Source: an optimization exercise on an open RTL-to-GDS flow (aim: small area). Production flows keep margins and buffers that such runs may drop.
Where RTL was checked, it was by simulation tests only, not by an equivalence proof against the original.
For runs 1 and 2, only the layout was checked, not whether the RTL still works.
Power figures rest on the tool's default switching activity, not on a simulated workload.

==> flow/design.v <==
module cmd_int(
input    wire        i_clk,
input    wire        i_rst,
input    wire        i_data_valid,
input    wire [7:0]  i_data,
output   reg         o_buff_en,
output   wire        o_data_valid,
output   wire [7:0]  o_data,
output   reg         o_srst,
output   reg         o_pgrm_icap,
output   wire [26:0] o_ddr_strt_addr,
output   wire [19:0] o_trans_len,
output   reg         o_load,
input    wire  [19:0]i_icap_clk_cnt,
input    wire  [19:0]i_total_clk_cnt,
input    wire        i_uart_tx_buffer_full,
input    wire        i_dma_done,
output   reg         o_pr_reset
);
function [3:0] cls;
  input [7:0] c;
  case (c)
    8'h31: cls = 4'd1;  
    8'h32: cls = 4'd2;  
    8'h41: cls = 4'd3;  
    8'h43: cls = 4'd4;  
    8'h44: cls = 4'd5;  
    8'h45: cls = 4'd6;  
    8'h49: cls = 4'd7;  
    8'h4C: cls = 4'd8;  
    8'h4D: cls = 4'd9;  
    8'h4E: cls = 4'd10;  
    8'h4F: cls = 4'd11;  
    8'h50: cls = 4'd12;  
    8'h52: cls = 4'd13;  
    8'h53: cls = 4'd14;  
    8'h54: cls = 4'd15;  
    default: cls = 4'd0;
  endcase
endfunction
function [5:0] ac_next;
  input [5:0] s;
  input [7:0] c;
  reg [3:0] cc;
  reg [5:0] x;
  begin
    cc = cls(c);
    x = 6'd0;
    if ((cc == 4'd1) & ((s == 6'd61) | (s == 6'd63))) x = x | 6'd1;  
    if ((cc == 4'd2) & ((s == 6'd61) | (s == 6'd63))) x = x | 6'd1;  
    if ((cc == 4'd3) & ((s[5:2] == 4'd14))) x = x | 6'd1;  
    if ((cc == 4'd4) & ((s[5:2] == 4'd10))) x = x | 6'd1;  
    if ((cc == 4'd4) & ((s == 6'd30))) x = x | 6'd2;  
    if ((cc == 4'd5) & ((s == 6'd13))) x = x | 6'd1;  
    if ((cc == 4'd5) & ((s == 6'd45))) x = x | 6'd2;  
    if ((cc == 4'd5) & ((s == 6'd46))) x = x | 6'd3;  
    if ((cc == 4'd6) & ((s == 6'd33))) x = x | 6'd1;  
    if ((cc == 4'd7) & ((s[5:2] == 4'd4))) x = x | 6'd1;  
    if ((cc == 4'd7) & ((s[5:2] == 4'd12))) x = x | 6'd2;  
    if ((cc == 4'd8) & ((s[5:2] == 4'd14))) x = x | 6'd1;  
    if ((cc == 4'd9) & ((s[5:2] == 4'd4))) x = x | 6'd1;  
    if ((cc == 4'd9) & ((s[5:2] == 4'd5))) x = x | 6'd2;  
    if ((cc == 4'd10) & ((s == 6'd29))) x = x | 6'd1;  
    if ((cc == 4'd10) & ((s == 6'd47))) x = x | 6'd2;  
    if ((cc == 4'd10) & ((s == 6'd25))) x = x | 6'd3;  
    if ((cc == 4'd11) & ((s == 6'd37))) x = x | 6'd1;  
    if ((cc == 4'd11) & ((s == 6'd38))) x = x | 6'd2;  
    if ((cc == 4'd11) & ((s == 6'd17))) x = x | 6'd3;  
    if ((cc == 4'd12) & ((s[5:2] == 4'd13) | (s == 6'd1))) x = x | 6'd1;  
    if ((cc == 4'd12) & ((s == 6'd18))) x = x | 6'd2;  
    if ((cc == 4'd13) & ((s == 6'd54))) x = x | 6'd53;  
    if ((cc == 4'd13) & ((s[5:2] == 4'd14))) x = x | 6'd1;  
    if ((cc == 4'd13) & ((s == 6'd49))) x = x | 6'd2;  
    if ((cc == 4'd13) & ((s == 6'd21))) x = x | 6'd3;  
    if ((cc == 4'd14) & ((s == 6'd1) | (s == 6'd52) | (s == 6'd54) | (s == 6'd55))) x = x | 6'd1;  
    if ((cc == 4'd14) & ((s == 6'd53))) x = x | 6'd2;  
    if ((cc == 4'd15) & ((s == 6'd57))) x = x | 6'd1;  
    if ((cc == 4'd15) & ((s == 6'd41))) x = x | 6'd2;  
    if ((cc == 4'd15) & ((s == 6'd58))) x = x | 6'd3;  
    ac_next = {cc, 2'd0} ^ x;
  end
endfunction
localparam [5:0] AC_CMOD = 6'd22;
localparam [5:0] AC_DMOD = 6'd23;
localparam [5:0] AC_SADR = 6'd55;
localparam [5:0] AC_SLEN = 6'd43;
localparam [5:0] AC_SRST = 6'd63;
localparam [5:0] AC_PICP = 6'd50;
localparam [5:0] AC_RST1 = 6'd5;
localparam [5:0] AC_RST2 = 6'd9;
localparam [5:0] AC_CINT = 6'd62;
localparam [5:0] AC_NCON = 6'd42;
localparam [5:0] AC_RPRR = 6'd1;
localparam [5:0] AC_ROOT = 6'd0;
localparam [5:0] AC_PEND = 6'd2;
localparam AC_W = 6;
localparam [3:0] CMOD = 4'd0, DMOD = 4'd1, SADR = 4'd2, SLEN = 4'd3, SRST = 4'd4,
                 PICP = 4'd5, RST1 = 4'd6, RST2 = 4'd7, CINT = 4'd8, START = 4'd9,
                 NCON = 4'd10, RPRR = 4'd11;
reg  [AC_W-1:0] ac;
reg  [3:0]  state;
reg  [4:0]  len_cnt;
reg         tx_valid;
reg         tx_bit;
reg  [1:0]  buff_wr_addr;
reg  [3:0]  sel;                     
reg         cur_sel;                 
reg  [7:0]  cnt0, cnt1, cnt2, cnt3;  
reg  [23:0] addr_reg;                
reg  [19:0] len_reg;                 
reg  [43:0] mem0, mem1, mem2, mem3;  
wire m_cmod   = (ac == AC_CMOD);
wire st_cmod  = (state == CMOD);
wire st_start = (state == START);
wire buff_wr_en = (state == DMOD) & (ac == AC_PEND);
wire [7:0] cnt_sel = ({8{sel[0]}} & cnt0) | ({8{sel[1]}} & cnt1) | ({8{sel[2]}} & cnt2) | ({8{sel[3]}} & cnt3);
wire       tx_rst  = ~st_cmod;
wire [7:0] tx_data = cnt_sel | {2'b00, tx_rst, tx_rst, 3'b000, tx_bit};
assign o_data_valid = (state == DMOD) ? 1'b0 : i_data_valid | tx_valid;
assign o_data       = tx_valid ? tx_data : i_data;
wire [3:0]  rd_sel  = sel & {4{~cur_sel}};
wire [43:0] rd_data = ({44{rd_sel[0]}} & mem0) | ({44{rd_sel[1]}} & mem1) | ({44{rd_sel[2]}} & mem2) | ({44{rd_sel[3]}} & mem3);
wire [43:0] out_data = rd_data | ({44{cur_sel}} & {addr_reg, len_reg});
assign o_ddr_strt_addr = {3'b000, out_data[43:20]};
assign o_trans_len     = out_data[19:0];
wire [3:0] digit = (i_data < 8'd58) ? i_data[3:0] : i_data[3:0] + 4'd9;
wire [19:0] icap_rev  = {i_icap_clk_cnt[0], i_icap_clk_cnt[1], i_icap_clk_cnt[2], i_icap_clk_cnt[3], i_icap_clk_cnt[4], i_icap_clk_cnt[5], i_icap_clk_cnt[6], i_icap_clk_cnt[7], i_icap_clk_cnt[8], i_icap_clk_cnt[9], i_icap_clk_cnt[10], i_icap_clk_cnt[11], i_icap_clk_cnt[12], i_icap_clk_cnt[13], i_icap_clk_cnt[14], i_icap_clk_cnt[15], i_icap_clk_cnt[16], i_icap_clk_cnt[17], i_icap_clk_cnt[18], i_icap_clk_cnt[19]};
wire [19:0] total_rev = {i_total_clk_cnt[0], i_total_clk_cnt[1], i_total_clk_cnt[2], i_total_clk_cnt[3], i_total_clk_cnt[4], i_total_clk_cnt[5], i_total_clk_cnt[6], i_total_clk_cnt[7], i_total_clk_cnt[8], i_total_clk_cnt[9], i_total_clk_cnt[10], i_total_clk_cnt[11], i_total_clk_cnt[12], i_total_clk_cnt[13], i_total_clk_cnt[14], i_total_clk_cnt[15], i_total_clk_cnt[16], i_total_clk_cnt[17], i_total_clk_cnt[18], i_total_clk_cnt[19]};
wire       rst_bit = (state == RST1) ? icap_rev[len_cnt] : total_rev[len_cnt];
always @(posedge i_clk) begin
    if (i_rst)
        ac <= AC_ROOT;
    else if (st_cmod & ((ac == AC_DMOD) | (ac == AC_PICP) | (ac == AC_RST1) | (ac == AC_RST2) | (ac == AC_CINT)))
        ac <= AC_PEND;
    else if (ac == AC_PEND)
        ac <= AC_ROOT;
    else if (i_data_valid)
        ac <= ac_next(ac, i_data);
end
always @(posedge i_clk) begin
    cur_sel <= i_rst | ~((state == CINT) & i_data_valid);
    sel <= {4{((state == CINT) | (state == NCON)) & i_data_valid}} &
           {i_data[1:0] == 2'd3, i_data[1:0] == 2'd2, i_data[1:0] == 2'd1, i_data[1:0] == 2'd0};
    tx_bit  <= rst_bit & ((state == RST1) | (state == RST2));    
end
always @(posedge i_clk) begin
    if (~i_rst & (state == SADR) & i_data_valid) begin
        case (len_cnt[2:0])
            3'd0: addr_reg[23:20] <= digit;
            3'd1: addr_reg[19:16] <= digit;
            3'd2: addr_reg[15:12] <= digit;
            3'd3: addr_reg[11:8]  <= digit;
            3'd4: addr_reg[7:4]   <= digit;
            default: addr_reg[3:0] <= digit;
        endcase
    end
    if (~i_rst & (state == SLEN) & i_data_valid) begin
        case (len_cnt[2:0])
            3'd1: len_reg[19:16] <= digit;
            3'd2: len_reg[15:12] <= digit;
            3'd3: len_reg[11:8]  <= digit;
            3'd4: len_reg[7:4]   <= digit;
            3'd5: len_reg[3:0]   <= digit;
            default: ;
        endcase
    end
    if (buff_wr_en) begin
        case (buff_wr_addr)
            2'd0: mem0 <= {addr_reg, len_reg};
            2'd1: mem1 <= {addr_reg, len_reg};
            2'd2: mem2 <= {addr_reg, len_reg};
            default: mem3 <= {addr_reg, len_reg};
        endcase
    end
end
wire [7:0] cnt_d  = i_rst ? 8'h30 : cnt_sel + 8'd1;
wire [3:0] cnt_we = {4{i_rst}} | ({4{st_start}} & sel);
always @(posedge i_clk) begin
    if (cnt_we[0]) cnt0 <= cnt_d;
    if (cnt_we[1]) cnt1 <= cnt_d;
    if (cnt_we[2]) cnt2 <= cnt_d;
    if (cnt_we[3]) cnt3 <= cnt_d;
end
always @(posedge i_clk) begin
    if (i_rst) begin
        state        <= CMOD;
        o_buff_en    <= 1'b0;
        len_cnt      <= 5'd0;
        o_srst       <= 1'b0;
        o_pgrm_icap  <= 1'b0;
        o_load       <= 1'b0;
        tx_valid     <= 1'b0;
        buff_wr_addr <= 2'b00;
        o_pr_reset   <= 1'b0;
    end else begin
        case (state)
            CMOD: begin
                o_buff_en   <= 1'b0;
                o_srst      <= 1'b0;
                o_pgrm_icap <= 1'b0;
                o_load      <= 1'b0;
                len_cnt     <= 5'd0;
                tx_valid    <= 1'b0;
                case (ac)
                    AC_DMOD: state <= DMOD;
                    AC_SADR: state <= SADR;
                    AC_SLEN: state <= SLEN;
                    AC_SRST: state <= SRST;
                    AC_PICP: begin state <= PICP; o_pgrm_icap <= 1'b1; end
                    AC_RST1: state <= RST1;
                    AC_RST2: state <= RST2;
                    AC_CINT: state <= CINT;
                    AC_NCON: state <= NCON;
                    AC_RPRR: state <= RPRR;
                    default: ;
                endcase
            end
            DMOD: begin
                if (m_cmod) begin
                    state        <= CMOD;
                    buff_wr_addr <= buff_wr_addr + 2'd1;
                end
                o_buff_en <= 1'b1;
            end
            SADR, SLEN: begin
                if (i_data_valid) begin
                    len_cnt <= len_cnt + 5'd1;
                    if (len_cnt == 5'd5) begin
                        state  <= CMOD;
                        o_load <= 1'b1;
                    end
                end
            end
            SRST: begin
                if (m_cmod) state <= CMOD;
                o_srst <= ~m_cmod;
            end
            RPRR: begin
                if (m_cmod) state <= CMOD;
                o_pr_reset <= ~m_cmod;
            end
            PICP: begin
                o_pgrm_icap <= 1'b0;
                if (i_dma_done) state <= CMOD;
            end
            RST1, RST2: begin
                if (~i_uart_tx_buffer_full & (len_cnt != 5'd20)) begin
                    len_cnt  <= len_cnt + 5'd1;
                    tx_valid <= 1'b1;
                end else
                    tx_valid <= 1'b0;
                if (len_cnt == 5'd20) state <= CMOD;
            end
            CINT: begin
                if (i_data_valid) begin
                    o_load <= 1'b1;
                    state  <= START;
                end
            end
            START: begin
                o_pgrm_icap <= 1'b1;
                o_load      <= 1'b0;
                state       <= PICP;
            end
            NCON: begin
                if (i_data_valid) begin
                    tx_valid <= 1'b1;
                    state    <= CMOD;
                end
            end
            default: ;
        endcase
    end
end
endmodule
==> flow/flow/run.sh <==
#!/bin/bash
# Own layout flow: the standard ORFS flow (standard.sh, unchanged synthesis),
# with two layout settings that ORFS reads from the environment:
#  - the port buffers that buffer_ports inserts use the smallest buffer cell
#    (every input and output port still gets its own buffer);
#  - clock tree synthesis without dummy loads, with the clustering given below.
set -euo pipefail
export BUFFER_PORTS_ARGS="-buffer_cell sky130_fd_sc_hd__buf_1"
export CTS_ARGS="-sink_clustering_enable -repair_clock_nets -dont_use_dummy_load -buf_list {sky130_fd_sc_hd__clkbuf_2 sky130_fd_sc_hd__clkbuf_4 sky130_fd_sc_hd__clkbuf_8} -root_buf sky130_fd_sc_hd__clkbuf_8 -sink_clustering_buffer sky130_fd_sc_hd__clkbuf_4 -sink_clustering_size 12 -sink_clustering_max_diameter 40"
bash standard.sh finish > flow_standard.log 2>&1
==> flow/standard.sh <==
#!/bin/bash
# synth_recipe.tcl (not shown) runs the flow's synth.tcl, then flattens the netlist and writes it again
# the make line also repeats each setting of config.mk as NAME=value (left out here)
make -C /OpenROAD-flow-scripts/flow DESIGN_CONFIG=/design/flow/config.mk WORK_HOME=/design/flow/orfs CLKGATE_MAP_FILE= SYNTH_SCRIPT=/design/flow/synth_recipe.tcl "${@:-finish}"
==> flow/config.mk <==
export PLATFORM = sky130hd
export DESIGN_NAME = cmd_int
export DESIGN_NICKNAME = cmd_int
export VERILOG_FILES = /design/flow/design.v
export SDC_FILE = /design/flow/constraint.sdc
export NUM_CORES = 8
export LEC_CHECK = 0
export CAP_MARGIN = 20
export CORE_MARGIN = 2
export CORE_UTILIZATION = 70
export PLACE_DENSITY = 0.8
export SLEW_MARGIN = 20
==> flow/constraint.sdc <==
create_clock -name core_clock -period 5.0 [get_ports {i_clk}]
set_input_delay 1.0000 -clock core_clock [delete_from_list [all_inputs] [get_ports {i_clk}]]
set_output_delay 1.0000 -clock core_clock [all_outputs]
set_load 0.01 [all_outputs]
==> results of run 1 <==
==> through the flow <==
stage | setup WS, ps | util, % | std cells
after floorplan | 1890 | - | 964
after global placement | 1520 | 74.8 | 1247
after detailed placement | 1430 | 74.8 | 1247
after CTS | 1160 | 76.2 | 1276
after global routing | 1010 | 76.2 | 1276
final | 1180 | 76.2 | 1276
==> worst register-to-register path, delay by kind of cell (launching register included) <==
family | cells | cell delay [ps]
adders and majority gates | 1 | 350
DFF | 1 | 800
AOI/OAI and AO/OA | 5 | 1100
and+or+nand+nor | 2 | 980
==> power by group <==
part,internal [mW],total (mW),switching [mW]
Combinational,0.179,0.444,0.265
Sequential,2.59,2.66,0.0727
Clock,0.297,0.918,0.621
==> cell usage in the layout (no fill, tap or decap), drive strengths merged, types with 5 or more instances in the layout <==
cell type,synthesis,final
or3,6,6
xnor2,7,7
nand2,97,97
a31oi,7,7
ha,14,14
nand2b,14,14
mux2i,9,9
buf,13,127
and2,12,12
nor4,11,11
a21oi,29,29
clkbuf,56,29
nor3,17,17
a21o,5,5
nor2,62,62
o32ai,5,5
xor2,8,8
edfxtp,252,252
nand4,6,6
a22oi,101,101
mux4,10,10
a211oi,6,6
dfxtp,29,29
nor2b,16,16
nand3,62,62
o21ai,16,16
inv,13,13
and3,12,12
==> routing by layer <==
metal / vias to the layer above / track usage [%]
li1: 3864 / -
met1: 4072 / 41.3
met2: 442 / 50.4
met3: 63 / 4.15
met4: 0 / 10.7
met5: - / 0
==> final cells by class <==
class | count | area share [%]
clock buffer | 29 | 1.80
inverter | 13 | 0.371
multi-input combinational | 601 | 29.5
sequential | 281 | 62.0
tap | 225 | 2.14
timing repair buffer | 127 | 4.11
==> worst max path at each step <==
| stage | start | to | slack, ps | cells past startpoint |
|---|---|---|---|---|
| floorplan | i_data[0] | ac[0] | 1890 | 11 |
| global placement | i_data[2] | ac[0] | 1520 | 7 |
| detailed placement | i_data[2] | ac[0] | 1430 | 7 |
| CTS | sel[3] | o_ddr_strt_addr[1] | 1160 | 5 |
| global route | sel[3] | o_ddr_strt_addr[1] | 1010 | 5 |
| finish | sel[3] | o_ddr_strt_addr[1] | 1180 | 5 |
==> kinds of logic after synthesis <==
| logic type | after synthesis | share of synthesized area, % |
|---|---|---|
| other | 1 | 0.0305 |
| and+or+nand+nor | 343 | 13.9 |
| xor gates and xnor gates | 15 | 1.07 |
| DFF | 281 | 66.2 |
| AOI/OAI and AO/OA | 205 | 12.0 |
| adders and majority gates | 14 | 1.42 |
| muxes | 21 | 2.74 |
| buffers and inverters | 82 | 2.72 |
==> results.cfg, run 1 <==
[run_status]
status = complete, no violations

[floorplanning]
ioPinCount = 114
core_area_um2 = 17200
die_w_um = 137
die_area_um2 = 18700
die_h_um = 137
fp-row-count = 48
start_util_pct = 71.4

[grt]
grt_pass1_wl_um = 43400
grt_max_degree = 45
grtUsageTotal_pct = 30.2
grt_pass1_vias = 8257
grt-ovfl-total = 0
grt_antenna_before_repair = 0

[route]
wl_met1_um = 10900
drt-wirelength-per-cell_um = 21.5
vias = 8441
drc = 0
via_per_inst = 6.62
drt_first_pass_iters = 5
maxUsedRoutingLayer = met4
wl_um = 27500
wl_met2_um = 13800
drtAntennaViolNets = 0
wl_met3_um = 2160
drt-initial-drc-count = 687

[worst_setup_path]
r2r-start = len_cnt[0]
path_class = reg -> out
worstPathRequired_ps = 4000
endpoint_kind = primary output
path_cells = nor2b_4, buf_4, a22oi_1, nand3_1, buf_1
worst-r2r-setup-slack_ps = 1730
startpoint_type = flop
slowest_delay_ps = 810
r2r_end = state[3]
crit_fanout = 28
worst-path-buf-inv = 2
worstPathArrival_ps = 2820
worst_path_max_delay_cell = nor2b_4
rr_worst_depth = 8
critPathTopFamily = simple AND/OR/NAND/NOR gates

[sta]
rsz0062_at_grt = no
tns_ps = 0
skew_ps = 65.0
tightest_slew_ps = 1080
max_slew_margin_pct = 28.0
min_period_ps = 3820
fin_crit_sh_pct = 76.3
hold_violations = 0
setup_viol = 0
fmax_ghz = 0.262
maxSlewViolCount = 0
holdWs_ps = 484

[clock_tree]
cts-buffers-inserted = 29
holdBufCountCts = 0
tritoncts = done
post-cts-setup-buffers = 0
clockRootBuffer = clkbuf_8
cts_buffer_depth = 3
ctsResizeCount = 0
clk_pin_slew_ps = 110
htree_levels = 1
clkSinkCount = 281
insertion_delay_ps = 540

[synthesis]
synth_common_cells = edfxtp_1, a22oi_1, nand2_1, nand3_1, nor2_1
synth_warnings = 1
netlist_instances = 962
ys_seq_area_share_pct = 66.2
ys_types = 68
yosysTopAreaCellShare_pct = 61.5
synth-main-ff-cell = edfxtp_1
synth-edff-count = 252
synthArstFlopShare_pct = 0
ys_ff_latch = 281
yosysTopAreaCell = edfxtp_1
yosysMostFrequentCell = edfxtp_1
netlist_area_um2 = 12300
synth_area_leaders = edfxtp_1, a22oi_1, dfxtp_1
synth.avg_cell_area_um2 = 12.8

[cells_and_area]
finalInstanceArea_um2 = 13100
area_growth_pct = 6.71
nets = 1120
register_area_um2 = 8150
multi_input_area_um2 = 3880
antennaDiodeCount = 0
nFillCells = 1079
drive_gt1_share_pct = 7.14

[job]
drv_cap = 0

[worst_hold_path]
min_to = o_srst
min_from = o_srst
whs_path_depth = 2
hp-class = reg -> reg

[power]
p_per_area_nw_per_um2 = 306
ir_drop_v = 0.000293
p_total_mw = 4.02
leakagePower_nw = 4.13

[place]
gp_congestion = 0.958
dpl.hpwl_um = 17800
numPortBuffers = 110
postPlaceCellArea_um2 = 12900
==> run 2, diff against run 1 <==
--- a/flow/design.v
+++ b/flow/design.v
@@ -6,16 +6,16 @@
 output   reg         o_buff_en,
 output   wire        o_data_valid,
 output   wire [7:0]  o_data,
-output   reg         o_srst,
-output   reg         o_pgrm_icap,
+output   wire        o_srst,
+output   wire        o_pgrm_icap,
 output   wire [26:0] o_ddr_strt_addr,
 output   wire [19:0] o_trans_len,
-output   reg         o_load,
+output   wire        o_load,
 input    wire  [19:0]i_icap_clk_cnt,
 input    wire  [19:0]i_total_clk_cnt,
 input    wire        i_uart_tx_buffer_full,
 input    wire        i_dma_done,
-output   reg         o_pr_reset
+output   wire        o_pr_reset
 );
 function [3:0] cls;
   input [7:0] c;
@@ -94,9 +94,7 @@
 localparam [5:0] AC_ROOT = 6'd0;
 localparam [5:0] AC_PEND = 6'd2;
 localparam AC_W = 6;
-localparam [3:0] CMOD = 4'd0, DMOD = 4'd1, SADR = 4'd2, SLEN = 4'd3, SRST = 4'd4,
-                 PICP = 4'd5, RST1 = 4'd6, RST2 = 4'd7, CINT = 4'd8, START = 4'd9,
-                 NCON = 4'd10, RPRR = 4'd11;
+localparam [3:0] CMOD = 4'd7, CMODL = 4'd15, DMOD = 4'd0, SADR = 4'd14, SLEN = 4'd1, SRST1 = 4'd6, SRST2 = 4'd5, PICP1 = 4'd9, PICP2 = 4'd11, RST1 = 4'd3, RST2 = 4'd12, CINT = 4'd2, START = 4'd13, NCON = 4'd10, RPRR1 = 4'd4, RPRR2 = 4'd8;
 reg  [AC_W-1:0] ac;
 reg  [3:0]  state;
 reg  [4:0]  len_cnt;
@@ -110,7 +108,11 @@
 reg  [19:0] len_reg;                 
 reg  [43:0] mem0, mem1, mem2, mem3;  
 wire m_cmod   = (ac == AC_CMOD);
-wire st_cmod  = (state == CMOD);
+wire st_cmod  = (state == CMOD) | (state == CMODL);
+assign o_srst      = (state == SRST2);
+assign o_pr_reset  = (state == RPRR2);
+assign o_pgrm_icap = (state == PICP1);
+assign o_load      = (state == CMODL) | (state == START);
 wire st_start = (state == START);
 wire buff_wr_en = (state == DMOD) & (ac == AC_PEND);
 wire [7:0] cnt_sel = ({8{sel[0]}} & cnt0) | ({8{sel[1]}} & cnt1) | ({8{sel[2]}} & cnt2) | ({8{sel[3]}} & cnt3);
@@ -186,33 +188,26 @@
         state        <= CMOD;
         o_buff_en    <= 1'b0;
         len_cnt      <= 5'd0;
-        o_srst       <= 1'b0;
-        o_pgrm_icap  <= 1'b0;
-        o_load       <= 1'b0;
         tx_valid     <= 1'b0;
         buff_wr_addr <= 2'b00;
-        o_pr_reset   <= 1'b0;
     end else begin
         case (state)
-            CMOD: begin
+            CMOD, CMODL: begin
                 o_buff_en   <= 1'b0;
-                o_srst      <= 1'b0;
-                o_pgrm_icap <= 1'b0;
-                o_load      <= 1'b0;
                 len_cnt     <= 5'd0;
                 tx_valid    <= 1'b0;
                 case (ac)
                     AC_DMOD: state <= DMOD;
                     AC_SADR: state <= SADR;
                     AC_SLEN: state <= SLEN;
-                    AC_SRST: state <= SRST;
-                    AC_PICP: begin state <= PICP; o_pgrm_icap <= 1'b1; end
+                    AC_SRST: state <= SRST1;
+                    AC_PICP: state <= PICP1;
                     AC_RST1: state <= RST1;
                     AC_RST2: state <= RST2;
                     AC_CINT: state <= CINT;
                     AC_NCON: state <= NCON;
-                    AC_RPRR: state <= RPRR;
-                    default: ;
+                    AC_RPRR: state <= RPRR1;
+                    default: state <= CMOD;
                 endcase
             end
             DMOD: begin
@@ -225,24 +220,12 @@
             SADR, SLEN: begin
                 if (i_data_valid) begin
                     len_cnt <= len_cnt + 5'd1;
-                    if (len_cnt == 5'd5) begin
-                        state  <= CMOD;
-                        o_load <= 1'b1;
-                    end
+                    if (len_cnt == 5'd5) state <= CMODL;
                 end
             end
-            SRST: begin
-                if (m_cmod) state <= CMOD;
-                o_srst <= ~m_cmod;
-            end
-            RPRR: begin
-                if (m_cmod) state <= CMOD;
-                o_pr_reset <= ~m_cmod;
-            end
-            PICP: begin
-                o_pgrm_icap <= 1'b0;
-                if (i_dma_done) state <= CMOD;
-            end
+            SRST1, SRST2: state <= m_cmod ? CMOD : SRST2;
+            RPRR1, RPRR2: state <= m_cmod ? CMOD : RPRR2;
+            PICP1, PICP2: state <= i_dma_done ? CMOD : PICP2;
             RST1, RST2: begin
                 if (~i_uart_tx_buffer_full & (len_cnt != 5'd20)) begin
                     len_cnt  <= len_cnt + 5'd1;
@@ -251,17 +234,8 @@
                     tx_valid <= 1'b0;
                 if (len_cnt == 5'd20) state <= CMOD;
             end
-            CINT: begin
-                if (i_data_valid) begin
-                    o_load <= 1'b1;
-                    state  <= START;
-                end
-            end
-            START: begin
-                o_pgrm_icap <= 1'b1;
-                o_load      <= 1'b0;
-                state       <= PICP;
-            end
+            CINT: if (i_data_valid) state <= START;
+            START: state <= PICP1;
             NCON: begin
                 if (i_data_valid) begin
                     tx_valid <= 1'b1;
==> flow/flow/run.sh (replaced) <==
#!/bin/bash
# Own layout flow: the standard ORFS flow (standard.sh, unchanged synthesis),
# with two layout settings that ORFS reads from the environment:
#  - the port buffers that buffer_ports inserts use the smallest buffer cell
#    (every input and output port still gets its own buffer);
#  - clock tree synthesis without dummy loads, with the clustering given below.
set -euo pipefail
export BUFFER_PORTS_ARGS="-buffer_cell sky130_fd_sc_hd__buf_1"
export CTS_ARGS="-sink_clustering_enable -repair_clock_nets -dont_use_dummy_load -buf_list {sky130_fd_sc_hd__clkbuf_4 sky130_fd_sc_hd__clkbuf_8} -root_buf sky130_fd_sc_hd__clkbuf_8 -sink_clustering_buffer sky130_fd_sc_hd__clkbuf_4 -sink_clustering_size 12 -sink_clustering_max_diameter 35"
bash standard.sh finish > flow_standard.log 2>&1
==> run 2 against run 1 <==
  * Clock power up 12%
  * Synthesized cell count is 3.4% lower
  * Flip-flop and latch count decreased by 4
  * Routed wire length down 1.6%
  * Worst hold slack gained 10 ps
  * Worst setup slack gained 71 ps
  * Sequential power down 3%
  * Register-to-register slack improved by 240 ps
  * Clock-buffer cell count rose by 8
  * Sequential share of layout area down 0.17 points
  * Clock skew fell by 2.9 ps
  * Die area down 1.2%
  * Critical path type unchanged
==> results.cfg, run 2 <==
[run_status]
status = complete, no violations

[floorplanning]
ioPinCount = 114
die_h_um = 136
fp-row-count = 48
start_util_pct = 71.0
die_area_um2 = 18400
die_w_um = 136
core_area_um2 = 17100

[clock_tree]
htree_levels = 2
clk_pin_slew_ps = 50
insertion_delay_ps = 530
clkSinkCount = 277
tritoncts = done
holdBufCountCts = 0
post-cts-setup-buffers = 0
cts-buffers-inserted = 37
clockRootBuffer = clkbuf_8
cts_buffer_depth = 3
ctsResizeCount = 0

[synthesis]
synth_simple_gate_area_share_pct = 12.7
synth-main-ff-cell = edfxtp_1
synthArstFlopShare_pct = 0
synth.avg_cell_area_um2 = 13.1
synth_compound_area_share_pct = 12.6
synth_warnings = 1
ys_seq_area_share_pct = 66.4
yosysMostFrequentCell = edfxtp_1
synth_fa_ha_area_share_pct = 1.52
netlist_area_um2 = 12200
synth-edff-count = 252
synth_common_cells = edfxtp_1, a22oi_1, nand2_1, nor2_1, nand3_1
ys_types = 75
synth-xor-area-share_pct = 1.08
yosysTopAreaCell = edfxtp_1
synth_top_family_by_area = simple AND/OR/NAND/NOR gates
synthMuxAreaShare_pct = 2.90
yosysTopAreaCellShare_pct = 62.2
synth_area_leaders = edfxtp_1, a22oi_1, dfxtp_1
netlist_instances = 929
ys_ff_latch = 277

[route]
drt-wirelength-per-cell_um = 21.6
drtAntennaViolNets = 0
drt-initial-drc-count = 707
wl_um = 27000
drc = 0
vias = 8322
drt_first_pass_iters = 5
via_per_inst = 6.65

[sta]
holdWs_ps = 494
rsz0062_at_grt = no
layout_setup_ws_ps = 1250
fin_crit_sh_pct = 74.9
tightest_slew_ps = 999
skew_ps = 62.1
min_period_ps = 3750
max_slew_margin_pct = 33.2
hold_violations = 0
fmax_ghz = 0.267
tns_ps = 0
maxSlewViolCount = 0
setup_viol = 0

[place]
numPortBuffers = 110
dp_cells = 1215
place_ws_ps = 1460
gp_congestion = 0.937
dpl.hpwl_um = 17500
postPlaceCellArea_um2 = 12700

[cells_and_area]
nFillCells = 1091
register_area_um2 = 8070
layout_common_cells = edfxtp_1, buf_1, a22oi_1
nets = 1096
area_growth_pct = 7.30
layout_commonest_cell = edfxtp_1
finalInstanceArea_um2 = 13000
drive_gt1_share_pct = 8.67
antennaDiodeCount = 0
fin_util_pct = 76.2
multi_input_area_um2 = 3800
final_cell_count_no_fill = 1252

[grt]
grt_pass1_vias = 7887
grtUsageMet3_pct = 5.01
grt_pass1_wl_um = 42000
grt_util_met1_pct = 42.4
use_met2_pct = 46.7
grt_max_degree = 45
grt_antenna_before_repair = 0
grt-ovfl-total = 0
grtUsageTotal_pct = 29.7
top_usage_layer = met2

[power]
ir_drop_v = 0.000225
power_frac_seq_pct = 66.7
p_clk_share_pct = 26.8
p_sw_share_pct = 21.7
combPwrFrac_pct = 6.5
leakagePower_nw = 4.15
p_per_area_nw_per_um2 = 295
p_switching_mw = 0.835
intPower_mw = 3.01
p_total_mw = 3.85

[worst_setup_path]
startpoint = sel[3]
path_class = reg -> out
worstPathArrival_ps = 2750
startpoint_type = flop
endpoint_kind = primary output
worstPathRequired_ps = 4000
r2r-start = ac[3]
crit_fanout = 25

[worst_hold_path]
min_from = o_buff_en
hp-class = reg -> reg

[job]
drv_cap = 0
[run 2: final timing paths]
kind              slack, ps  depth (start not counted)              to
setup reg to reg       1970                          5        mem2[24]
hold / removal          490                          2       o_buff_en
hold reg to reg         490                          2       o_buff_en
setup / recovery       1250                          5  o_trans_len[2]
[run 2: layout make-up]
class	count	share of cell area [%]
Sequential cell	277	61.8
Multi-Input combinational cell	574	29.2
Timing Repair Buffer	126	4.09
Clock buffer	37	2.37
Tap cell	225	2.16
Inverter	13	0.374
[run 2: cells by family after synthesis]
| group | Yosys count |
|---|---|
| multiplexers | 20 |
| other | 1 |
| AO/OA/AOI/OAI | 208 |
| buffers and inverters | 80 |
| adder cells (fa/ha/maj) | 15 |
| AND/OR/NAND/NOR | 313 |
| flip-flops | 277 |
| XOR/XNOR | 15 |
[run 2: worst max-delay path, cell delays in order, from the launching register on]
cell and delay (ps):
dfxtp_1 590, nor2b_4 800, buf_4 410, a22oi_1 110
nand3_1 180, buf_1 170
[run 2: power by group through the flow]
stage               combinational [mW]  clock (mW)  sequential [mW]
floorplan                        0.197           0             2.58
global placement                 0.244           0             2.62
detailed placement               0.245           0             2.62
CTS                              0.246        1.06             2.56
global route                     0.270        1.13             2.57
finish                           0.249        1.03             2.57
[run 2: metal layers]
layer,wire [um],up-vias
met1,10800,4067
met4,836,0
met5,0,-
li1,-,3792
met3,2090,57
met2,13300,406
==> run 3, diff against run 2 <==
--- a/flow/design.v
+++ b/flow/design.v
@@ -94,7 +94,7 @@
 localparam [5:0] AC_ROOT = 6'd0;
 localparam [5:0] AC_PEND = 6'd2;
 localparam AC_W = 6;
-localparam [3:0] CMOD = 4'd7, CMODL = 4'd15, DMOD = 4'd0, SADR = 4'd14, SLEN = 4'd1, SRST1 = 4'd6, SRST2 = 4'd5, PICP1 = 4'd9, PICP2 = 4'd11, RST1 = 4'd3, RST2 = 4'd12, CINT = 4'd2, START = 4'd13, NCON = 4'd10, RPRR1 = 4'd4, RPRR2 = 4'd8;
+localparam [3:0] CMOD = 4'd14, CMODL = 4'd10, DMOD = 4'd8, SADR = 4'd15, SLEN = 4'd9, SRST1 = 4'd4, SRST2 = 4'd13, PICP1 = 4'd11, PICP2 = 4'd12, RST1 = 4'd1, RST2 = 4'd0, CINT = 4'd3, START = 4'd2, NCON = 4'd6, RPRR1 = 4'd5, RPRR2 = 4'd7;
 reg  [AC_W-1:0] ac;
 reg  [3:0]  state;
 reg  [4:0]  len_cnt;
==> run 3 against run 2 <==
  * Critical endpoint is now o_trans_len[12]
  * Critical path depth did not move
  * Sequential share of layout area grew 0.30 points
  * Global-route usage decreased by 0.18 points
  * Non-clock buffer count rose by 2
  * Synthesized cell count fell by 1.6%
  * Clock-buffer cell count down 1
  * Sequential power about the same
  * Still clean on timing, DRC and antenna
  * Via count decreased by 2.2%
  * Critical path type unchanged
  * Combinational power down 8.4%
  * First-iteration DRC count rose by 4.0%
  * Register-to-register slack worse by 70 ps
  * Clock skew rose by 15 ps
==> results.cfg, run 3 <==
[clock_tree]
clkSinkCount = 277
post-cts-setup-buffers = 0
holdBufCountCts = 0
clk_pin_slew_ps = 120
ctsResizeCount = 0
clockRootBuffer = clkbuf_8
tritoncts = done
cts_buffer_depth = 3
htree_levels = 2
cts-buffers-inserted = 36
insertion_delay_ps = 540

[grt]
grt_pass1_vias = 7859
grt_max_degree = 42
grtUsageTotal_pct = 29.6
grt_antenna_before_repair = 0
grt_pass1_wl_um = 41600
grt-ovfl-total = 0

[floorplanning]
die_w_um = 136
ioPinCount = 114
start_util_pct = 70.9
die_h_um = 136
core_area_um2 = 17100
die_area_um2 = 18400
fp-row-count = 48

[run_status]
status = complete, no violations

[synthesis]
synth-main-ff-cell = edfxtp_1
synth.avg_cell_area_um2 = 13.3
ys_seq_area_share_pct = 66.5
yosysTopAreaCell = edfxtp_1
ys_ff_latch = 277
synth_warnings = 1
yosysMostFrequentCell = edfxtp_1
synth_area_leaders = edfxtp_1, a22oi_1, dfxtp_1
netlist_area_um2 = 12100
ys_types = 78
synthArstFlopShare_pct = 0
synth-edff-count = 252
yosysTopAreaCellShare_pct = 62.3
netlist_instances = 914
synth_common_cells = edfxtp_1, a22oi_1, nand2_1, nand3_1, nor2_1

[job]
drv_cap = 0

[power]
p_per_area_nw_per_um2 = 295
ir_drop_v = 0.000257
leakagePower_nw = 4.12

[sta]
tns_ps = 0
holdWs_ps = 488
setup_viol = 0
tightest_slew_ps = 1070
min_period_ps = 3720
fin_crit_sh_pct = 74.4
hold_violations = 0
rsz0062_at_grt = no
max_slew_margin_pct = 27.7
maxSlewViolCount = 0
skew_ps = 77.6
fmax_ghz = 0.269
layout_setup_ws_ps = 1280

[route]
drtAntennaViolNets = 0
drt_first_pass_iters = 5
via_per_inst = 6.55
wl_um = 26700
drt-initial-drc-count = 735
drt-wirelength-per-cell_um = 21.4
drc = 0
vias = 8142

[worst_setup_path]
crit_fanout = 36
r2r_end = tx_bit
r2r-start = state[0]
path_class = reg -> out
worstPathRequired_ps = 4000
startpoint_type = flop
endpoint_kind = primary output
rr_worst_depth = 7
worst-r2r-setup-slack_ps = 1900
startpoint = sel[0]
crit_end = o_trans_len[12]
worstPathArrival_ps = 2720

[cells_and_area]
finalInstanceArea_um2 = 13000
area_growth_pct = 6.94
layout_commonest_cell = edfxtp_1
register_area_um2 = 8070
nFillCells = 1074
nets = 1087
layout_common_cells = edfxtp_1, buf_1, a22oi_1
antennaDiodeCount = 0
multi_input_area_um2 = 3730
drive_gt1_share_pct = 9.04
final_cell_count_no_fill = 1243

[place]
dp_cells = 1207
numPortBuffers = 110
gp_congestion = 0.968
dpl.hpwl_um = 17200
place_ws_ps = 1510
postPlaceCellArea_um2 = 12700

[worst_hold_path]
hp-class = reg -> reg
[run 3: cell type report]
| class | instances | area share [%] |
|---|---|---|
| clock buffers | 36 | 2.32 |
| inverters | 15 | 0.434 |
| flip-flops and latches | 277 | 62.2 |
| well taps | 225 | 2.17 |
| repair buffers | 128 | 4.22 |
| multi-input cells | 562 | 28.7 |
[run 3: logic make-up (layout without fill, tap and decap cells)]
| group | Yosys count | after routing | share of synthesized area [%] |
|---|---|---|---|
| XOR/XNOR | 18 | 18 | 1.30 |
| adder cells (fa/ha/maj) | 14 | 14 | 1.44 |
| buffers and inverters | 77 | 179 | 3.21 |
| AO/OA/AOI/OAI | 197 | 197 | 11.9 |
| AND/OR/NAND/NOR | 308 | 308 | 12.7 |
| multiplexers | 22 | 22 | 2.97 |
| other | 1 | 3 | 0.0309 |
| flip-flops | 277 | 277 | 66.5 |
[run 3: worst min-delay path by stage]
stage / startpoint / endpoint / slack (ps) / cells after the start
after floorplan: buff_wr_addr[1] / buff_wr_addr[1] / 470 / 2
after global placement: buff_wr_addr[1] / buff_wr_addr[1] / 480 / 2
after detailed placement: buff_wr_addr[1] / buff_wr_addr[1] / 490 / 2
after CTS: len_reg[8] / mem0[8] / 480 / 0
after global routing: len_reg[8] / mem0[8] / 520 / 0
final: len_reg[8] / mem0[8] / 490 / 0
[run 3: power breakdown]
group | internal (mW) | leakage, nW | total, mW | switching (mW)
Sequential | 2.52 | 2.50 | 2.56 | 0.0372
Combinational | 0.0920 | 1.44 | 0.228 | 0.136
Clock | 0.379 | 0.179 | 1.04 | 0.660
Total | 3.00 | 4.12 | 3.83 | 0.832
[run 3: per-layer routing]
layer	GRT usage [%]	share of wire [%]	vias to the layer above
li1	-	-	3752
met1	39.7	39	3948
met2	50.3	51	389
met3	4.68	7.6	53
met4	9.20	2.1	0
met5	0	0	-
[run 3: worst max-delay path, cell delays in order, from the launching register on]
cell     delay [ps]
dfxtp_1         630
nor2b_4         910
buf_4           330
nand2_1          90
nand3_1          80
buf_1           160
[run 3: metrics by stage]
step / utilization [%] / power [mW]
after detailed placement: 74.1 / 2.84
after floorplan: - / 2.76
after CTS: 75.8 / 3.83
final: 75.8 / 3.83
after global placement: 74.1 / 2.84
after global routing: 75.8 / 3.94
==> run 4, diff against run 3 <==
==> flow/flow/run.sh (replaced) <==
#!/bin/bash
# Own layout flow: the standard ORFS flow (standard.sh, unchanged synthesis),
# with two layout settings that ORFS reads from the environment:
#  - the port buffers that buffer_ports inserts use the smallest buffer cell
#    (every input and output port still gets its own buffer);
#  - clock tree synthesis without dummy loads, with the clustering given below.
set -euo pipefail
export BUFFER_PORTS_ARGS="-buffer_cell sky130_fd_sc_hd__buf_1"
export CTS_ARGS="-sink_clustering_enable -repair_clock_nets -dont_use_dummy_load -buf_list {sky130_fd_sc_hd__clkbuf_2 sky130_fd_sc_hd__clkbuf_4 sky130_fd_sc_hd__clkbuf_8} -root_buf sky130_fd_sc_hd__clkbuf_8 -sink_clustering_buffer sky130_fd_sc_hd__clkbuf_4 -sink_clustering_size 12 -sink_clustering_max_diameter 40"
bash standard.sh finish > flow_standard.log 2>&1
==> run 4 against run 3 <==
  * Global-route usage shrank 0.60 points
  * Cell area shrank 0.44%
  * Sequential power is essentially flat
  * Critical endpoint unchanged
  * Clock skew shrank 9.9 ps
  * Worst hold slack gained 12 ps
  * Combinational power is essentially flat
==> results.cfg, run 4 <==
[grt]
top_usage_layer = met2
grtUsageMet3_pct = 3.70
grt_antenna_before_repair = 0
grt_util_met1_pct = 39.1
grtUsageTotal_pct = 29.0
grt-ovfl-total = 0
use_met2_pct = 50.4
grt_max_degree = 42
grt_pass1_vias = 7849
grt_pass1_wl_um = 41100

[power]
p_switching_mw = 0.792
p_per_area_nw_per_um2 = 287
combPwrFrac_pct = 6.1
ir_drop_v = 0.000219
p_clk_share_pct = 24.9
p_sw_share_pct = 21.3
leakagePower_nw = 4.09
power_frac_seq_pct = 69.0
intPower_mw = 2.92

[worst_hold_path]
min_from = buff_wr_addr[1]
hp-class = reg -> reg
min_to = buff_wr_addr[1]
whs_path_depth = 2

[synthesis]
ys_ff_latch = 277
yosysMostFrequentCell = edfxtp_1
netlist_area_um2 = 12100
synth_common_cells = edfxtp_1, a22oi_1, nand2_1, nand3_1, nor2_1
synth_warnings = 1
synth-main-ff-cell = edfxtp_1
yosysTopAreaCellShare_pct = 62.3
synth-edff-count = 252
synth_area_leaders = edfxtp_1, a22oi_1, dfxtp_1
synth.avg_cell_area_um2 = 13.3
synthArstFlopShare_pct = 0
ys_seq_area_share_pct = 66.5
ys_types = 78
yosysTopAreaCell = edfxtp_1
netlist_instances = 914

[clock_tree]
clockRootBuffer = clkbuf_8
clk_pin_slew_ps = 110
tritoncts = done
clkSinkCount = 277
ctsResizeCount = 0
cts_buffer_depth = 3
insertion_delay_ps = 550
post-cts-setup-buffers = 0
cts-buffers-inserted = 30
htree_levels = 1
holdBufCountCts = 0

[sta]
rsz0062_at_grt = no
maxSlewViolCount = 0
tns_ps = 0
setup_viol = 0
skew_ps = 67.6
fmax_ghz = 0.269
fin_crit_sh_pct = 74.4
max_slew_margin_pct = 28.6
tightest_slew_ps = 1060
min_period_ps = 3720
hold_violations = 0
layout_setup_ws_ps = 1280

[route]
drt-initial-drc-count = 712
vias = 8054
via_per_inst = 6.51
drt_first_pass_iters = 6
drt-wirelength-per-cell_um = 21.3
wl_um = 26300
drc = 0
drtAntennaViolNets = 0

[worst_setup_path]
startpoint_type = flop
r2r-start = state[0]
crit_fanout = 36
worstPathRequired_ps = 4000
worst-r2r-setup-slack_ps = 1880
endpoint_kind = primary output
path_class = reg -> out
r2r_end = tx_bit
worstPathArrival_ps = 2720
rr_worst_depth = 7

[floorplanning]
ioPinCount = 114
die_w_um = 136
fp-row-count = 48
core_area_um2 = 17100
start_util_pct = 70.9
die_area_um2 = 18400
die_h_um = 136

[place]
gp_congestion = 0.968
dp_cells = 1207
numPortBuffers = 110
dpl.hpwl_um = 17200
place_ws_ps = 1510

[cells_and_area]
layout_common_cells = edfxtp_1, buf_1, a22oi_1
antennaDiodeCount = 0
area_growth_pct = 6.46
drive_gt1_share_pct = 8.50
layout_commonest_cell = edfxtp_1
nets = 1081
final_cell_count_no_fill = 1237

[job]
drv_cap = 0

[run_status]
status = complete, no violations
[run 4: cell types whose count changed in the layout (fill, tap and decap cells not counted), sizes merged]
cell,delta
clkbuf,-6
[run 4: critical path, stage by stage (launching register included)]
cell and delay (ps):
dfxtp_1 610, nor2b_4 900, buf_4 320, nand2_1 90, nand3_1 90, buf_1 160
[run 4: cell families after synthesis]
| family | count (synthesis) | synth area share, % |
|---|---|---|
| AOI/OAI and AO/OA | 197 | 11.9 |
| xor gates and xnor gates | 18 | 1.30 |
| adders and majority gates | 14 | 1.44 |
| buffers and inverters | 77 | 3.21 |
| DFF | 277 | 66.5 |
| muxes | 22 | 2.97 |
| other | 1 | 0.0309 |
| and+or+nand+nor | 308 | 12.7 |
[run 4: final cells by class]
cell class / count / area (um^2)
fillers: 1090 / 4190
multi-input cells: 562 / 3730
clock buffers: 30 / 244
flip-flops and latches: 277 / 8070
repair buffers: 128 / 548
inverters: 15 / 56.3
well taps: 225 / 282
[run 4: power by group through the flow]
stage / clock, mW / combinational (mW) / sequential (mW)
6_report: 0.925 / 0.228 / 2.56
5_1_grt: 1.01 / 0.251 / 2.57
4_1_cts: 0.934 / 0.225 / 2.56
3_5_place_dp: 0 / 0.224 / 2.61
3_3_place_gp: 0 / 0.223 / 2.61
2_1_floorplan: 0 / 0.181 / 2.58
[run 4: stage by stage]
step	hold slack, ps	utilization (%)	area (um^2)	power (mW)
5_1_grt	538	75.5	12900	3.83
3_3_place_gp	485	74.1	12700	2.84
4_1_cts	503	75.5	12900	3.72
3_5_place_dp	488	74.1	12700	2.84
6_report	500	75.5	12900	3.71
2_1_floorplan	469	-	12100	2.76
[run 4: worst max path at each step]
stage,from,end,slack [ps],depth (start not counted)
after global routing,sel[0],o_trans_len[12],1130,5
after floorplan,i_data[0],ac[0],2120,9
final,sel[0],o_trans_len[12],1280,5
after CTS,sel[0],o_trans_len[12],1280,5
after global placement,i_data[4],ac[1],1520,8
after detailed placement,i_data[4],ac[1],1510,8
[run 4: routing by layer]
| metal | wire length (um) | share of wire, % |
|---|---|---|
| met1 | 10400 | 39 |
| met2 | 13500 | 51 |
| met3 | 1960 | 7.4 |
| met4 | 442 | 1.7 |
| met5 | 0 | 0 |
==> run 5, diff against run 4 <==
==> flow/flow/run.sh (replaced) <==
#!/bin/bash
# Own layout flow: the standard ORFS flow (standard.sh, unchanged synthesis),
# with two layout settings that ORFS reads from the environment:
#  - the port buffers that buffer_ports inserts use the smallest buffer cell
#    (every input and output port still gets its own buffer);
#  - clock tree synthesis without dummy loads, with the clustering given below.
set -euo pipefail
export BUFFER_PORTS_ARGS="-buffer_cell sky130_fd_sc_hd__buf_1"
export CTS_ARGS="-sink_clustering_enable -repair_clock_nets -dont_use_dummy_load -buf_list sky130_fd_sc_hd__clkbuf_4 -sink_clustering_size 11 -sink_clustering_max_diameter 45"
bash standard.sh finish > flow_standard.log 2>&1
==> run 5 against run 4 <==
  * Combinational power hardly changed
  * Non-clock buffer count stayed put
  * Sequential share of layout area hardly changed
  * Synthesized cell count stayed put
  * Sequential power hardly changed
  * Global-route usage is 0.21 points higher
  * Synthesized area stayed put
  * Maximum frequency is 3.8% lower
==> results.cfg, run 5 <==
[place]
dp_cells = 1207
gp_congestion = 0.968
postPlaceCellArea_um2 = 12700
numPortBuffers = 110
dpl.hpwl_um = 17200

[synthesis]
netlist_area_um2 = 12100
synth-main-ff-cell = edfxtp_1
netlist_instances = 914
yosysTopAreaCell = edfxtp_1
synthArstFlopShare_pct = 0
yosysMostFrequentCell = edfxtp_1
synth_area_leaders = edfxtp_1, a22oi_1, dfxtp_1
yosysTopAreaCellShare_pct = 62.3
ys_seq_area_share_pct = 66.5
synth.avg_cell_area_um2 = 13.3
synth-edff-count = 252
synth_common_cells = edfxtp_1, a22oi_1, nand2_1, nand3_1, nor2_1
ys_ff_latch = 277
ys_types = 78
synth_warnings = 1

[grt]
grt-ovfl-total = 0
grt_antenna_before_repair = 1
grt_max_degree = 42
grtUsageTotal_pct = 29.2
grt_pass1_vias = 7877
grt_pass1_wl_um = 41300

[floorplanning]
start_util_pct = 70.9
ioPinCount = 114
die_h_um = 136
die_area_um2 = 18400
core_area_um2 = 17100
fp-row-count = 48
die_w_um = 136

[power]
p_per_area_nw_per_um2 = 287
ir_drop_v = 0.000217
leakagePower_nw = 4.09

[sta]
holdWs_ps = 498
min_period_ps = 3870
hold_violations = 0
fin_crit_sh_pct = 77.4
rsz0062_at_grt = no
setup_viol = 0
tightest_slew_ps = 1110
fmax_ghz = 0.258
skew_ps = 59.9
tns_ps = 0
maxSlewViolCount = 0
max_slew_margin_pct = 25.6

[clock_tree]
ctsResizeCount = 0
insertion_delay_ps = 680
holdBufCountCts = 0
tritoncts = done
clkSinkCount = 277
post-cts-setup-buffers = 0
cts-buffers-inserted = 31
htree_levels = 1
clockRootBuffer = clkbuf_4
cts_buffer_depth = 3
clk_pin_slew_ps = 110

[cells_and_area]
area_growth_pct = 6.39
final_cell_count_no_fill = 1239
fin_util_pct = 75.5
finalInstanceArea_um2 = 12900
layout_common_cells = edfxtp_1, buf_1, a22oi_1
drive_gt1_share_pct = 8.59
layout_commonest_cell = edfxtp_1
nets = 1082

[route]
drt_first_pass_iters = 5
vias = 8144
drtAntennaViolNets = 0
drt-wirelength-per-cell_um = 21.5
via_per_inst = 6.57
wl_um = 26600
drc = 0
drt-initial-drc-count = 848

[worst_setup_path]
crit_fanout = 36
path_cells = nor2b_4, buf_4, nand2_1, nand3_1, buf_1
slowest_delay_ps = 900
startpoint_type = flop
worstPathRequired_ps = 4000
worst_path_max_delay_cell = nor2b_4
path_class = reg -> out
worstPathArrival_ps = 2870
endpoint_kind = primary output

[worst_hold_path]
hp-class = reg -> reg

[run_status]
status = complete, no violations

[job]
drv_cap = 0
-- run 5: cell counts after synthesis --
Identical to the previous run, type by type.
-- run 5: worst paths after layout --
check | from | endpoint | slack (ps) | depth (start not counted)
max | sel[0] | o_trans_len[12] | 1130 | 5
min | buff_wr_addr[1] | buff_wr_addr[1] | 500 | 2
max reg2reg | state[0] | tx_bit | 1910 | 7
min reg2reg | buff_wr_addr[1] | buff_wr_addr[1] | 500 | 2
-- run 5: final cells by class --
class | instances | area (um^2)
antenna | 1 | 2.50
clock buffer | 31 | 233
fill | 1089 | 4200
inverter | 15 | 56.3
multi-input combinational | 562 | 3730
sequential | 277 | 8070
tap | 225 | 282
timing repair buffer | 128 | 548
-- run 5: worst max-delay path: cells and delay by family (launching register included) --
kind                   cells  cell delay, ps
buffers and inverters      2             480
DFF                        1             620
and+or+nand+nor            3            1080
-- run 5: layer usage --
layer / global-route usage, % / vias to the layer above / wire length, um
li1: - / 3738 / -
met1: 39.4 / 3980 / 10500
met2: 50.1 / 369 / 13600
met3: 3.82 / 57 / 1860
met4: 8.91 / 0 / 640
met5: 0 / - / 0
-- run 5: cell families after synthesis --
| family | after synthesis | share of synthesized area (%) |
|---|---|---|
| fa+ha+maj | 14 | 1.44 |
| compound gates | 197 | 11.9 |
| mux | 22 | 2.97 |
| flops | 277 | 66.5 |
| simple gates | 308 | 12.7 |
| xor+xnor | 18 | 1.30 |
| other cells | 1 | 0.0309 |
| buf+inv | 77 | 3.21 |
-- run 5: where the power goes --
group	internal [mW]	switching [mW]
clock network	0.283	0.636
registers	2.52	0.0368
logic	0.0920	0.137
total	2.90	0.810
-- run 5: through the flow --
step	setup WS (ps)	power [mW]
floorplan	2120	2.76
global placement	1520	2.84
detailed placement	1510	2.84
CTS	1120	3.71
global route	985	3.82
finish	1130	3.71
==> run 6, diff against run 5 <==
--- a/flow/flow/run.sh
+++ b/flow/flow/run.sh
@@ -6,5 +6,5 @@
 #  - clock tree synthesis without dummy loads, with the clustering given below.
 set -euo pipefail
 export BUFFER_PORTS_ARGS="-buffer_cell sky130_fd_sc_hd__buf_1"
-export CTS_ARGS="-sink_clustering_enable -repair_clock_nets -dont_use_dummy_load -buf_list sky130_fd_sc_hd__clkbuf_4 -sink_clustering_size 11 -sink_clustering_max_diameter 45"
+export CTS_ARGS="-sink_clustering_enable -repair_clock_nets -dont_use_dummy_load -buf_list sky130_fd_sc_hd__clkbuf_4 -sink_clustering_size 9 -sink_clustering_max_diameter 50"
 bash standard.sh finish > flow_standard.log 2>&1
==> run 6 against run 5 <==
  * Still clean
  * Worst hold slack got worse by 1.8 ps
  * Die area is the same
  * Synthesized area stayed put
  * Clock skew grew 11 ps
  * Critical path depth stayed put
  * Clock power increased by 8.5%
  * Via count rose by 1.1%
  * Total power increased by 2.1%
  * Register-to-register slack got worse by 50 ps
  * Maximum frequency up 1.8%
  * Clock-buffer cell count is 6 higher
  * Synthesized cell count did not move
  * Critical path type unchanged
  * Critical endpoint unchanged
  * Largest cell class unchanged
==> results.cfg, run 6 <==
[run_status]
status = complete, no violations

[cells_and_area]
layout_common_cells = edfxtp_1, buf_1, a22oi_1
nFillCells = 1088
final_cell_count_no_fill = 1245
layout_commonest_cell = edfxtp_1
drive_gt1_share_pct = 9.13
area_growth_pct = 6.76
nets = 1088

[sta]
setup_viol = 0
max_slew_margin_pct = 28.6
fin_crit_sh_pct = 76.0
min_period_ps = 3800
rsz0062_at_grt = no
fmax_ghz = 0.263
hold_violations = 0
tightest_slew_ps = 1060
tns_ps = 0
maxSlewViolCount = 0
holdWs_ps = 496
skew_ps = 71.1

[clock_tree]
holdBufCountCts = 0
clockRootBuffer = clkbuf_4
post-cts-setup-buffers = 0
cts-buffers-inserted = 37
htree_levels = 2
tritoncts = done
ctsResizeCount = 0
insertion_delay_ps = 630
cts_buffer_depth = 3
clkSinkCount = 277
clk_pin_slew_ps = 100

[grt]
use_met2_pct = 50.0
top_usage_layer = met2
grtUsageMet3_pct = 5.01
grt_antenna_before_repair = 1
grtUsageTotal_pct = 29.4
grt_pass1_wl_um = 41400
grt_util_met1_pct = 39.2
grt_max_degree = 42
grt-ovfl-total = 0
grt_pass1_vias = 7903

[synthesis]
ys_ff_latch = 277
netlist_area_um2 = 12100
synth-edff-count = 252
yosysTopAreaCellShare_pct = 62.3
synth_area_leaders = edfxtp_1, a22oi_1, dfxtp_1
yosysMostFrequentCell = edfxtp_1
synthArstFlopShare_pct = 0
ys_types = 78
ys_seq_area_share_pct = 66.5
synth_warnings = 1
yosysTopAreaCell = edfxtp_1
synth-main-ff-cell = edfxtp_1
synth.avg_cell_area_um2 = 13.3
netlist_instances = 914
synth_common_cells = edfxtp_1, a22oi_1, nand2_1, nand3_1, nor2_1

[floorplanning]
fp-row-count = 48
core_area_um2 = 17100
die_area_um2 = 18400
die_h_um = 136
start_util_pct = 70.9
ioPinCount = 114
die_w_um = 136

[worst_setup_path]
worstPathRequired_ps = 4000
worstPathArrival_ps = 2800
path_class = reg -> out
crit_fanout = 36
startpoint_type = flop
endpoint_kind = primary output

[route]
drc = 0
vias = 8231
drtAntennaViolNets = 0
wl_um = 26600
drt-wirelength-per-cell_um = 21.4
drt_first_pass_iters = 5
via_per_inst = 6.61
drt-initial-drc-count = 695

[place]
dpl.hpwl_um = 17200
gp_congestion = 0.968
dp_cells = 1207
numPortBuffers = 110

[power]
p_per_area_nw_per_um2 = 292
leakagePower_nw = 4.11
ir_drop_v = 0.000234

[worst_hold_path]
hp-class = reg -> reg

[job]
drv_cap = 0
## run 6: cell counts after synthesis
Identical to the previous run, type by type.
## run 6: layout make-up
class                           instances  area (um^2)  area share (%)
Inverter                               15         56.3           0.434
Clock buffer                           37          278            2.14
Multi-Input combinational cell        562         3730            28.7
Antenna cell                            1         2.50          0.0193
Timing Repair Buffer                  128          548            4.23
Tap cell                              225          282            2.17
Sequential cell                       277         8070            62.3
## run 6: path summary, 6_finish.rpt
check / end / cells after the start / startpoint / slack, ps
max: o_trans_len[12] / 5 / sel[0] / 1200
min: buff_wr_addr[1] / 2 / buff_wr_addr[1] / 500
max reg2reg: tx_bit / 7 / state[0] / 1860
min reg2reg: buff_wr_addr[1] / 2 / buff_wr_addr[1] / 500
## run 6: cells by family after synthesis
family,count (synthesis),share of synthesized area [%]
flops,277,66.5
buf+inv,77,3.21
simple gates,308,12.7
xor+xnor,18,1.30
fa+ha+maj,14,1.44
mux,22,2.97
other cells,1,0.0309
compound gates,197,11.9
## run 6: where the power goes
| part | switching [mW] | total [mW] | leakage (nW) | internal (mW) |
|---|---|---|---|---|
| clock network | 0.655 | 0.997 | 0.170 | 0.343 |
| registers | 0.0371 | 2.56 | 2.50 | 2.52 |
| logic | 0.136 | 0.228 | 1.44 | 0.0920 |
| total | 0.828 | 3.79 | 4.11 | 2.96 |
## run 6: worst max-delay path, stage by stage (launching register included)
cell and delay, ps:
dfxtp_1 620, nor2b_4 900, buf_4 320, nand2_1 90, nand3_1 90, buf_1 160
## run 6: layer usage
| layer | up-vias | routed length [um] |
|---|---|---|
| met5 | - | 0 |
| met4 | 0 | 563 |
| met3 | 53 | 2020 |
| met2 | 417 | 13700 |
| met1 | 3998 | 10400 |
| li1 | 3763 | - |
## run 6: metrics by stage
stage | instance area [um^2] | power (mW) | util [%] | setup WS, ps
global route | 13000 | 3.91 | 75.7 | 1060
CTS | 13000 | 3.79 | 75.7 | 1190
global placement | 12700 | 2.84 | 74.1 | 1520
detailed placement | 12700 | 2.84 | 74.1 | 1510
finish | 13000 | 3.79 | 75.7 | 1200
floorplan | 12100 | 2.76 | - | 2120
==> run 7, diff against run 6 <==
--- a/flow/flow/run.sh
+++ b/flow/flow/run.sh
@@ -6,5 +6,5 @@
 #  - clock tree synthesis without dummy loads, with the clustering given below.
 set -euo pipefail
 export BUFFER_PORTS_ARGS="-buffer_cell sky130_fd_sc_hd__buf_1"
-export CTS_ARGS="-sink_clustering_enable -repair_clock_nets -dont_use_dummy_load -buf_list sky130_fd_sc_hd__clkbuf_4 -sink_clustering_size 9 -sink_clustering_max_diameter 50"
+export CTS_ARGS="-sink_clustering_enable -repair_clock_nets -dont_use_dummy_load -buf_list sky130_fd_sc_hd__clkbuf_4 -sink_clustering_size 10 -sink_clustering_max_diameter 40"
 bash standard.sh finish > flow_standard.log 2>&1
--- a/flow/config.mk
+++ b/flow/config.mk
@@ -7,6 +7,6 @@
 export LEC_CHECK = 0
 export CAP_MARGIN = 20
 export CORE_MARGIN = 2
-export CORE_UTILIZATION = 70
-export PLACE_DENSITY = 0.8
+export CORE_UTILIZATION = 65
+export PLACE_DENSITY = 0.75
 export SLEW_MARGIN = 20
==> run 7 against run 6 <==
  * Still clean
  * Critical path depth did not move
  * Die area is 7.5% higher
  * Via count is 0.67% higher
  * Clock-buffer cell count is the same
  * Maximum frequency up 6.7%
  * Clock skew is 26 ps higher
  * Worst hold slack got worse by 5.5 ps
  * Flip-flop and latch count did not move
==> results.cfg, run 7 <==
[worst_setup_path]
worstPathArrival_ps = 2560
r2r-start = state[3]
path_class = reg -> out
r2r_end = mem1[9]
crit_fanout = 44
worst_path_max_delay_cell = dfxtp_1
critPathTopFamily = buffers and inverters
rr_worst_depth = 5
path_cells = nor2b_2, buf_4, a22oi_1, nand3_1, buf_1
slowest_delay_ps = 640
worst-path-buf-inv = 2
endpoint_kind = primary output
startpoint_type = flop
worstPathRequired_ps = 4000
worst-r2r-setup-slack_ps = 1900

[clock_tree]
ctsResizeCount = 0
insertion_delay_ps = 660
htree_levels = 2
clockRootBuffer = clkbuf_4
tritoncts = done
clk_pin_slew_ps = 100
post-cts-setup-buffers = 0
cts-buffers-inserted = 37
clkSinkCount = 277
cts_buffer_depth = 3
holdBufCountCts = 0

[synthesis]
synth-main-ff-cell = edfxtp_1
netlist_area_um2 = 12100
ys_seq_area_share_pct = 66.5
ys_types = 78
yosysMostFrequentCell = edfxtp_1
ys_ff_latch = 277
yosysTopAreaCell = edfxtp_1
synth_common_cells = edfxtp_1, a22oi_1, nand2_1, nand3_1, nor2_1
synth-edff-count = 252
netlist_instances = 914
yosysTopAreaCellShare_pct = 62.3
synth.avg_cell_area_um2 = 13.3
synth_area_leaders = edfxtp_1, a22oi_1, dfxtp_1
synthArstFlopShare_pct = 0
synth_warnings = 1

[sta]
min_period_ps = 3560
hold_violations = 0
max_slew_margin_pct = 28.0
fmax_ghz = 0.281
maxSlewViolCount = 0
setup_viol = 0
fin_crit_sh_pct = 71.2
tightest_slew_ps = 1070
rsz0062_at_grt = no
skew_ps = 97.1
tns_ps = 0

[grt]
grt_pass1_vias = 8249
grt_max_degree = 45
grt_pass1_wl_um = 44000
grt_antenna_before_repair = 1
grtUsageTotal_pct = 28.4
grt-ovfl-total = 0

[job]
drv_cap = 0

[worst_hold_path]
whs_path_depth = 0
min_from = len_reg[6]
hp-class = reg -> reg
min_to = mem2[6]

[floorplanning]
die_w_um = 141
fp-row-count = 49
die_area_um2 = 19800
start_util_pct = 66.9
die_h_um = 141
core_area_um2 = 18100
ioPinCount = 114

[route]
drt-wirelength-per-cell_um = 22.4
vias = 8286
via_per_inst = 6.66
drtAntennaViolNets = 0
drc = 0
drt_first_pass_iters = 5
wl_um = 27900
drt-initial-drc-count = 820

[cells_and_area]
drive_gt1_share_pct = 9.06
layout_commonest_cell = edfxtp_1
layout_common_cells = edfxtp_1, buf_1, a22oi_1
nets = 1084
nFillCells = 1245
area_growth_pct = 6.56
final_cell_count_no_fill = 1245
finalInstanceArea_um2 = 12900

[power]
leakagePower_nw = 4.10
p_per_area_nw_per_um2 = 293
p_total_mw = 3.79
ir_drop_v = 0.000220

[place]
dpl.hpwl_um = 17600
numPortBuffers = 110
postPlaceCellArea_um2 = 12700
dp_cells = 1207
gp_congestion = 0.934

[run_status]
status = complete, no violations
==> run 7: worst max path at each step <==
stage	from	endpoint	slack, ps	depth (start not counted)
3_3_place_gp	i_data[0]	ac[0]	1570	10
5_1_grt	sel[1]	o_trans_len[6]	1360	5
2_1_floorplan	i_data[0]	ac[0]	2120	9
6_report	sel[1]	o_trans_len[6]	1440	5
3_5_place_dp	i_data[1]	ac[1]	1430	9
4_1_cts	sel[1]	o_trans_len[6]	1470	5
==> run 7: metal layers <==
metal | track usage [%] | vias up | share of wire, %
met5 | 0 | - | 0
met4 | 9.21 | 0 | 2.2
met3 | 4.59 | 60 | 7.3
met2 | 48.7 | 397 | 51
met1 | 37.6 | 4100 | 40
li1 | - | 3729 | -
==> run 7: through the flow <==
step / hold WS [ps] / utilization (%) / setup WS, ps
2_1_floorplan: 469 / - / 2120
3_3_place_gp: 476 / 69.7 / 1570
3_5_place_dp: 512 / 69.7 / 1430
4_1_cts: 497 / 71.2 / 1470
5_1_grt: 496 / 71.3 / 1360
6_report: 490 / 71.3 / 1440
==> run 7: area by class of cell <==
class                   instances  area [um^2]  area share (%)
flip-flops and latches        277         8070            62.4
multi-input cells             562         3730            28.8
diodes                          1         2.50          0.0193
repair buffers                124          518            4.00
clock buffers                  37          278            2.15
inverters                      15         56.3           0.435
well taps                     229          287            2.21
==> run 7: report_power, final <==
group	leakage (nW)	switching, mW	internal (mW)	total (mW)
clock	0.170	0.652	0.342	0.994
sequential	2.50	0.0385	2.52	2.56
combinational	1.43	0.142	0.0908	0.233
==> run 7: cell families after synthesis <==
kind of cell / share of synthesized area [%]
xor gates and xnor gates: 1.30
other: 0.0309
muxes: 2.97
AOI/OAI and AO/OA: 11.9
buffers and inverters: 3.21
DFF: 66.5
and+or+nand+nor: 12.7
adders and majority gates: 1.44

==> port drivers added, routing unchanged <==
No port has a modelled driver above. Below, the same layouts with a new extraction and two added sets of constraints.
Step 1: set_driving_cell puts a clkbuf_16 on i_clk and a buf_2 on each other input, an assumption about the parent block.
Step 2 also shifts input and output timing later by t, the mid clock arrival at the registers, as if the neighbouring blocks saw the same clock.
a / b / c = no drivers / after step 1 / after step 2; a / b = the first two.
run	t, ns	setup slack, ns	worst setup path after step 2	worst slew at a driven data input, ns
run 1	0.549	1.184 / 1.144 / 1.424	input to register	0.04
run 2	0.528	1.254 / 1.219 / 1.456	input to register	0.05
run 3	0.545	1.278 / 1.232 / 1.354	input to register	0.04
run 4	0.559	1.278 / 1.232 / 1.405	input to register	0.04
run 5	0.697	1.131 / 1.086 / 1.381	input to register	0.04
run 6	0.633	1.201 / 1.163 / 1.375	input to register	0.04
run 7	0.642	1.440 / 1.399 / 1.304	input to register	0.05
After both steps setup and hold are still met in every run listed. For run 7, which loses most, drivers alone change the setup slack by -0.041 ns; drivers and shift together by -0.136 ns.
